Background: an optimization exercise with open tools, aiming at small area, a short achievable clock period and few clock cycles per item. Do not read the settings as production practice.
Only simulation tests tie the RTL to the original design; equivalence was not proved.

==> trial 90 <==
// TopModule
module TopModule #(
    parameter BITWIDTH = 16,
    parameter MATSIZE  = 8
  )(
    input  logic rstn,
    input  logic [BITWIDTH-1:0] i_data,
    input  logic i_valid,
    output logic i_ready,
    output logic o_valid,
    input  logic o_ready,
    output logic [BITWIDTH-1:0] o_data,
    input  logic Clk,
    output logic o_intr
  );
  localparam AW  = $clog2(MATSIZE);
  localparam LAT = 2;    
  logic [BITWIDTH-1:0] word, product;
  logic WriteB, WriteA, LoadCR, LoadDirect, push, pop;
  logic [AW-1:0] RowB;
  logic [MATSIZE-1:0][BITWIDTH-1:0] rowA, colB;
  PLcontroller #(.BITWIDTH(BITWIDTH), .MATSIZE(MATSIZE), .LAT(LAT)) controller (
    .clk(Clk),
    .rstn(rstn),
    .i_data(i_data),
    .i_valid(i_valid),
    .i_ready(i_ready),
    .word(word),
    .WriteB(WriteB),
    .RowB(RowB),
    .WriteA(WriteA),
    .LoadCR(LoadCR),
    .LoadDirect(LoadDirect),
    .push(push),
    .pop(pop),
    .o_intr(o_intr)
  );
  CacheBuffer #(.BITWIDTH(BITWIDTH), .MATSIZE(MATSIZE)) CacheUnit (
    .Clk(Clk),
    .dataIn(word),
    .WriteB(WriteB),
    .RowB(RowB),
    .WriteA(WriteA),
    .LoadCR(LoadCR),
    .LoadDirect(LoadDirect),
    .rowA(rowA),
    .colB(colB)
  );
  vector_multiplier u_mul (
    .clk(Clk),
    .a(rowA),
    .b(colB),
    .y(product)
  );
  AXIoutput #(.BITWIDTH(BITWIDTH), .DEPTH(LAT+2)) AXIout (
    .clk(Clk),
    .rstn(rstn),
    .push(push),
    .data_in(product),
    .data_out(o_data),
    .valid(o_valid),
    .o_ready(o_ready),
    .pop(pop)
  );
endmodule
==> module PLcontroller, before the edit <==
module PLcontroller #(
    parameter BITWIDTH = 16,
    parameter MATSIZE  = 8,
    parameter LAT      = 2,
    parameter DEPTH    = LAT + 2
  )(
    input  logic clk,
    input  logic rstn,
    input  logic [BITWIDTH-1:0] i_data,
    input  logic i_valid,
    output logic i_ready,
    output logic [BITWIDTH-1:0] word,
    output logic WriteB,
    output logic [$clog2(MATSIZE)-1:0] RowB,
    output logic WriteA,
    output logic LoadCR,
    output logic LoadDirect,
    output logic push,
    input  logic pop,
    output logic o_intr
  );
  localparam AW = $clog2(MATSIZE);
  localparam CW = $clog2(DEPTH+1);
  typedef struct packed {
    logic isA;
    logic [AW-1:0] hi;
    logic [AW-1:0] lo;
  } tag_t;
  logic [AW-1:0] ph;
  logic ph0;                        
  logic h_v, s_v;                   
  tag_t h_t, s_t, w_t;
  logic [BITWIDTH-1:0] s_d;
  logic phok;                       
  logic [2*AW:0] w;                 
  logic fr_pend, cr_act;
  logic [AW-1:0] nextcol, nextph;   
  logic [CW-1:0] resv;              
  logic room;                       
  logic [LAT-1:0] vpipe;
  logic [2*AW-1:0] ocnt;
  logic accept, commit, colfree, wr, hfree, release_cr;
  logic [CW-1:0] resv_c;            
  tag_t h_t_n;
  assign w_t     = w;
  assign accept  = i_valid && i_ready;
  assign commit  = cr_act && ph == nextph && room;
  assign colfree = !cr_act || h_t.lo < nextcol || (h_t.lo == nextcol && room);
  assign WriteB  = h_v && phok && !fr_pend && !h_t.isA && colfree;
  assign WriteA  = h_v && phok && !fr_pend && h_t.isA;
  assign wr      = WriteB || WriteA;
  assign hfree   = !h_v || wr;
  assign RowB    = h_t.hi;
  assign LoadDirect = WriteA && h_t.lo == AW'(MATSIZE-1);
  assign release_cr = !cr_act || (nextph == '0 && room);
  assign LoadCR  = ph0 && (LoadDirect || fr_pend) && release_cr;
  assign push    = vpipe[LAT-1];
  assign resv_c  = resv + CW'(commit);
  assign h_t_n   = !hfree ? h_t : s_v ? s_t : w_t;
  always_ff @(posedge clk) begin
    if (hfree) begin
      word <= s_v ? s_d : i_data;
      h_t  <= h_t_n;
    end
    if (!hfree && accept) begin
      s_d <= i_data;
      s_t <= w_t;
    end
    if (!rstn) begin
      ph      <= '0;
      ph0     <= 1'b0;
      phok    <= 1'b0;
      h_v     <= 1'b0;
      s_v     <= 1'b0;
      i_ready <= 1'b1;
      w       <= '0;
      fr_pend <= 1'b0;
      cr_act  <= 1'b0;
      nextcol <= '0;
      nextph  <= '0;
      resv    <= '0;
      room    <= 1'b0;
      vpipe   <= '0;
      ocnt    <= '0;
      o_intr  <= 1'b0;
    end else begin
      ph   <= ph + 1'b1;
      ph0  <= ph == AW'(MATSIZE-1);
      phok <= ph == h_t_n.lo;
      if (hfree) h_v <= s_v || i_valid;
      s_v     <= !hfree && (s_v || accept);
      i_ready <= hfree || !(s_v || accept);
      if (accept) w <= w + 1'b1;
      if (LoadCR) fr_pend <= 1'b0;
      else if (LoadDirect) fr_pend <= 1'b1;
      if (LoadCR) begin
        cr_act  <= 1'b1;
        nextcol <= '0;
        nextph  <= AW'(1);
      end else if (commit) begin
        nextcol <= nextcol + 1'b1;
        nextph  <= nextph + 1'b1;
        if (nextcol == AW'(MATSIZE-1)) cr_act <= 1'b0;
      end
      resv  <= pop ? resv_c - 1'b1 : resv_c;
      room  <= pop ? resv_c <= CW'(DEPTH) : resv_c < CW'(DEPTH);
      vpipe <= {vpipe, commit};
      if (pop) ocnt <= ocnt + 1'b1;
      o_intr <= pop && ocnt == '1;
    end
  end
endmodule
==> module TopModule, before the edit <==
module TopModule #(
    parameter BITWIDTH = 16,
    parameter MATSIZE  = 8
  )(
    input  logic rstn,
    input  logic [BITWIDTH-1:0] i_data,
    input  logic i_valid,
    output logic i_ready,
    output logic o_valid,
    input  logic o_ready,
    output logic [BITWIDTH-1:0] o_data,
    input  logic Clk,
    output logic o_intr
  );
  localparam AW  = $clog2(MATSIZE);
  localparam LAT = 2;    
  logic [BITWIDTH-1:0] word, product;
  logic WriteB, WriteA, LoadCR, LoadDirect, push, pop;
  logic [AW-1:0] RowB;
  logic [MATSIZE-1:0][BITWIDTH-1:0] rowA, colB;
  PLcontroller #(.BITWIDTH(BITWIDTH), .MATSIZE(MATSIZE), .LAT(LAT)) controller (
    .clk(Clk),
    .rstn(rstn),
    .i_data(i_data),
    .i_valid(i_valid),
    .i_ready(i_ready),
    .word(word),
    .WriteB(WriteB),
    .RowB(RowB),
    .WriteA(WriteA),
    .LoadCR(LoadCR),
    .LoadDirect(LoadDirect),
    .push(push),
    .pop(pop),
    .o_intr(o_intr)
  );
  CacheBuffer #(.BITWIDTH(BITWIDTH), .MATSIZE(MATSIZE)) CacheUnit (
    .Clk(Clk),
    .dataIn(word),
    .WriteB(WriteB),
    .RowB(RowB),
    .WriteA(WriteA),
    .LoadCR(LoadCR),
    .LoadDirect(LoadDirect),
    .rowA(rowA),
    .colB(colB)
  );
  vector_multiplier u_mul (
    .clk(Clk),
    .a(rowA),
    .b(colB),
    .y(product)
  );
  AXIoutput #(.BITWIDTH(BITWIDTH), .DEPTH(LAT+2)) AXIout (
    .clk(Clk),
    .rstn(rstn),
    .push(push),
    .data_in(product),
    .data_out(o_data),
    .valid(o_valid),
    .o_ready(o_ready),
    .pop(pop)
  );
endmodule
export LEC_CHECK = 0
export ABC_AREA = 1
export CAP_MARGIN = 20
export CORE_MARGIN = 2
export CORE_UTILIZATION = 60
export PLACE_DENSITY = 0.7
export SETUP_SLACK_MARGIN = 5
export SLEW_MARGIN = 20
create_clock -name core_clock -period 10.0 [get_ports {Clk}]
standard.sh (not shown) runs the stock make flow with config.mk's settings and CLKGATE_MAP_FILE= SYNTH_SCRIPT=/design/flow/synth_recipe.tcl, a recipe that flattens the netlist after the stock synthesis.
==> flow/flow/run.sh <==
#!/bin/bash
set -euo pipefail
bash standard.sh SETUP_SLACK_MARGIN=6.8 CTS_CLUSTER_SIZE=20 CTS_CLUSTER_DIAMETER=100 finish > standard.log 2>&1
==> build 51: changes against trial 90 <==
--- a/flow/design.v
+++ b/flow/design.v
@@ -3948,10 +3948,8 @@
   )(
     input  logic clk,
     input  logic rstn,
-    input  logic [BITWIDTH-1:0] i_data,
     input  logic i_valid,
     output logic i_ready,
-    output logic [BITWIDTH-1:0] word,
     output logic WriteB,
     output logic [$clog2(MATSIZE)-1:0] RowB,
     output logic WriteA,
@@ -3963,17 +3961,8 @@
   );
   localparam AW = $clog2(MATSIZE);
   localparam CW = $clog2(DEPTH+1);
-  typedef struct packed {
-    logic isA;
-    logic [AW-1:0] hi;
-    logic [AW-1:0] lo;
-  } tag_t;
   logic [AW-1:0] ph;
   logic ph0;                        
-  logic h_v, s_v;                   
-  tag_t h_t, s_t, w_t;
-  logic [BITWIDTH-1:0] s_d;
-  logic phok;                       
   logic [2*AW:0] w;                 
   logic fr_pend, cr_act;
   logic [AW-1:0] nextcol, nextph;   
@@ -3981,39 +3970,63 @@
   logic room;                       
   logic [LAT-1:0] vpipe;
   logic [2*AW-1:0] ocnt;
-  logic accept, commit, colfree, wr, hfree, release_cr;
+  logic accept, commit, release_cr, idle;
+  logic [AW-1:0] lo;
   logic [CW-1:0] resv_c;            
-  tag_t h_t_n;
-  assign w_t     = w;
+  logic fr_pend_n, cr_act_n;
+  logic [AW-1:0] nextcol_n, nextph_n;
+  logic [2*AW:0] w_inc;
+  logic [AW-1:0] ph_inc;
+  assign lo      = w[AW-1:0];
+  assign idle    = w == '0 && !cr_act && !fr_pend;
   assign accept  = i_valid && i_ready;
   assign commit  = cr_act && ph == nextph && room;
-  assign colfree = !cr_act || h_t.lo < nextcol || (h_t.lo == nextcol && room);
-  assign WriteB  = h_v && phok && !fr_pend && !h_t.isA && colfree;
-  assign WriteA  = h_v && phok && !fr_pend && h_t.isA;
-  assign wr      = WriteB || WriteA;
-  assign hfree   = !h_v || wr;
-  assign RowB    = h_t.hi;
-  assign LoadDirect = WriteA && h_t.lo == AW'(MATSIZE-1);
+  assign WriteB  = accept && !w[2*AW];
+  assign WriteA  = accept && w[2*AW];
+  assign RowB    = w[2*AW-1:AW];
+  assign LoadDirect = WriteA && lo == AW'(MATSIZE-1);
   assign release_cr = !cr_act || (nextph == '0 && room);
   assign LoadCR  = ph0 && (LoadDirect || fr_pend) && release_cr;
   assign push    = vpipe[LAT-1];
   assign resv_c  = resv + CW'(commit);
-  assign h_t_n   = !hfree ? h_t : s_v ? s_t : w_t;
-  always_ff @(posedge clk) begin
-    if (hfree) begin
-      word <= s_v ? s_d : i_data;
-      h_t  <= h_t_n;
-    end
-    if (!hfree && accept) begin
-      s_d <= i_data;
-      s_t <= w_t;
+  assign w_inc   = w + 1'b1;
+  assign ph_inc  = ph + 1'b1;
+  always_comb begin
+    fr_pend_n = fr_pend;
+    cr_act_n  = cr_act;
+    nextcol_n = nextcol;
+    nextph_n  = nextph;
+    if (LoadCR) begin
+      fr_pend_n = 1'b0;
+      cr_act_n  = 1'b1;
+      nextcol_n = '0;
+      nextph_n  = AW'(1);
+    end else begin
+      if (LoadDirect) fr_pend_n = 1'b1;
+      if (commit) begin
+        nextcol_n = nextcol + 1'b1;
+        nextph_n  = nextph + 1'b1;
+        if (nextcol == AW'(MATSIZE-1)) cr_act_n = 1'b0;
+      end
     end
+  end
+  function automatic logic ready_next(input logic acc, input logic pp);
+    logic [2*AW:0] wn;
+    logic [AW-1:0] phn, lon;
+    logic roomn, colfree, idlen;
+    wn    = acc ? w_inc : w;
+    phn   = (acc && idle) ? AW'(2) : ph_inc;
+    lon   = wn[AW-1:0];
+    roomn = pp ? resv_c <= CW'(DEPTH) : resv_c < CW'(DEPTH);
+    idlen = wn == '0 && !cr_act_n && !fr_pend_n;
+    colfree = !cr_act_n || lon < nextcol_n || (lon == nextcol_n && roomn);
+    ready_next = idlen ||
+                 (phn == lon + 1'b1 && !fr_pend_n && (wn[2*AW] || colfree));
+  endfunction
+  always_ff @(posedge clk) begin
     if (!rstn) begin
       ph      <= '0;
       ph0     <= 1'b0;
-      phok    <= 1'b0;
-      h_v     <= 1'b0;
-      s_v     <= 1'b0;
       i_ready <= 1'b1;
       w       <= '0;
       fr_pend <= 1'b0;
@@ -4026,24 +4039,19 @@
       ocnt    <= '0;
       o_intr  <= 1'b0;
     end else begin
-      ph   <= ph + 1'b1;
-      ph0  <= ph == AW'(MATSIZE-1);
-      phok <= ph == h_t_n.lo;
-      if (hfree) h_v <= s_v || i_valid;
-      s_v     <= !hfree && (s_v || accept);
-      i_ready <= hfree || !(s_v || accept);
-      if (accept) w <= w + 1'b1;
-      if (LoadCR) fr_pend <= 1'b0;
-      else if (LoadDirect) fr_pend <= 1'b1;
-      if (LoadCR) begin
-        cr_act  <= 1'b1;
-        nextcol <= '0;
-        nextph  <= AW'(1);
-      end else if (commit) begin
-        nextcol <= nextcol + 1'b1;
-        nextph  <= nextph + 1'b1;
-        if (nextcol == AW'(MATSIZE-1)) cr_act <= 1'b0;
-      end
+      ph  <= (accept && idle) ? AW'(2) : ph_inc;
+      ph0 <= (accept && idle) ? 1'b0 : ph == AW'(MATSIZE-1);
+      case ({accept, pop})
+        2'b00: i_ready <= ready_next(1'b0, 1'b0);
+        2'b01: i_ready <= ready_next(1'b0, 1'b1);
+        2'b10: i_ready <= ready_next(1'b1, 1'b0);
+        default: i_ready <= ready_next(1'b1, 1'b1);
+      endcase
+      if (accept) w <= w_inc;
+      fr_pend <= fr_pend_n;
+      cr_act  <= cr_act_n;
+      nextcol <= nextcol_n;
+      nextph  <= nextph_n;
       resv  <= pop ? resv_c - 1'b1 : resv_c;
       room  <= pop ? resv_c <= CW'(DEPTH) : resv_c < CW'(DEPTH);
       vpipe <= {vpipe, commit};
@@ -4068,17 +4076,15 @@
   );
   localparam AW  = $clog2(MATSIZE);
   localparam LAT = 2;    
-  logic [BITWIDTH-1:0] word, product;
+  logic [BITWIDTH-1:0] product;
   logic WriteB, WriteA, LoadCR, LoadDirect, push, pop;
   logic [AW-1:0] RowB;
   logic [MATSIZE-1:0][BITWIDTH-1:0] rowA, colB;
   PLcontroller #(.BITWIDTH(BITWIDTH), .MATSIZE(MATSIZE), .LAT(LAT)) controller (
     .clk(Clk),
     .rstn(rstn),
-    .i_data(i_data),
     .i_valid(i_valid),
     .i_ready(i_ready),
-    .word(word),
     .WriteB(WriteB),
     .RowB(RowB),
     .WriteA(WriteA),
@@ -4090,7 +4096,7 @@
   );
   CacheBuffer #(.BITWIDTH(BITWIDTH), .MATSIZE(MATSIZE)) CacheUnit (
     .Clk(Clk),
-    .dataIn(word),
+    .dataIn(i_data),
     .WriteB(WriteB),
     .RowB(RowB),
     .WriteA(WriteA),
==> flow/flow/run.sh (replaced) <==
#!/bin/bash
set -euo pipefail
bash standard.sh SETUP_SLACK_MARGIN=6.6 CTS_CLUSTER_SIZE=24 CTS_CLUSTER_DIAMETER=100 finish > standard.log 2>&1
Settings changed: CORE_UTILIZATION 60 to 70, PLACE_DENSITY 0.7 to 0.78.
==> results.ini <==
[outcome]
status=timing/DRC/antenna clean

[synth]
synth-compound-area-share_pct=7.67

[drt]
viasPerCell=5.59
postRouteWirelength_um=184000

[finish]
n_all_buffers=274

(the above is from trial 90)
==> results.ini <==
[drt]
postRouteWirelength_um=169000
viasPerCell=5.82

[critical_path]
crit_path_end_kind=output pin

[finish]
n_all_buffers=201

[outcome]
status=timing/DRC/antenna clean

[timing]
rsz0062_at_grt=true

(the above is from build 51)
Testbench counts of trial 90, summed over its fixed seeds: cycles 3,168, items 1,536.
Testbench counts of build 51, summed over its fixed seeds: cycles 3,160, items 1,536.

## what the ideal ports hide
How much do the figures lean on ideal ports? The routed layouts below were timed once more, with nothing changed but the port constraints. Step 1: set_driving_cell puts a clkbuf_16 on Clk and a buf_2 on each other input, an assumption about the parent block. Step 2 adds t to the input delays and takes it off the output delays; t is the mean of the earliest and latest rising clock arrival at the registers after step 1. Input paths then give back, and output paths get back, about the clock's delay inside the block. Three values: no drivers, after step 1, after step 2; two values: the first two.
| run | t (ns) | setup WS [ns] | worst setup path after step 2 | slew at the worst register clock pin (ns) | worst slew at a driven data input, ns |
|---|---|---|---|---|---|
| trial 90 | 0.772 | 6.689 / 6.628 / 6.359 | input to register | 0.10 / 0.10 | 0.06 |
| build 51 | 0.768 | 6.624 / 6.553 / 5.996 | input to register | 0.11 / 0.11 | 0.03 |
After both steps every run listed still meets setup and hold. The setup slack of build 51, which loses most, moves by -0.071 ns with the drivers and by -0.628 ns with both steps.
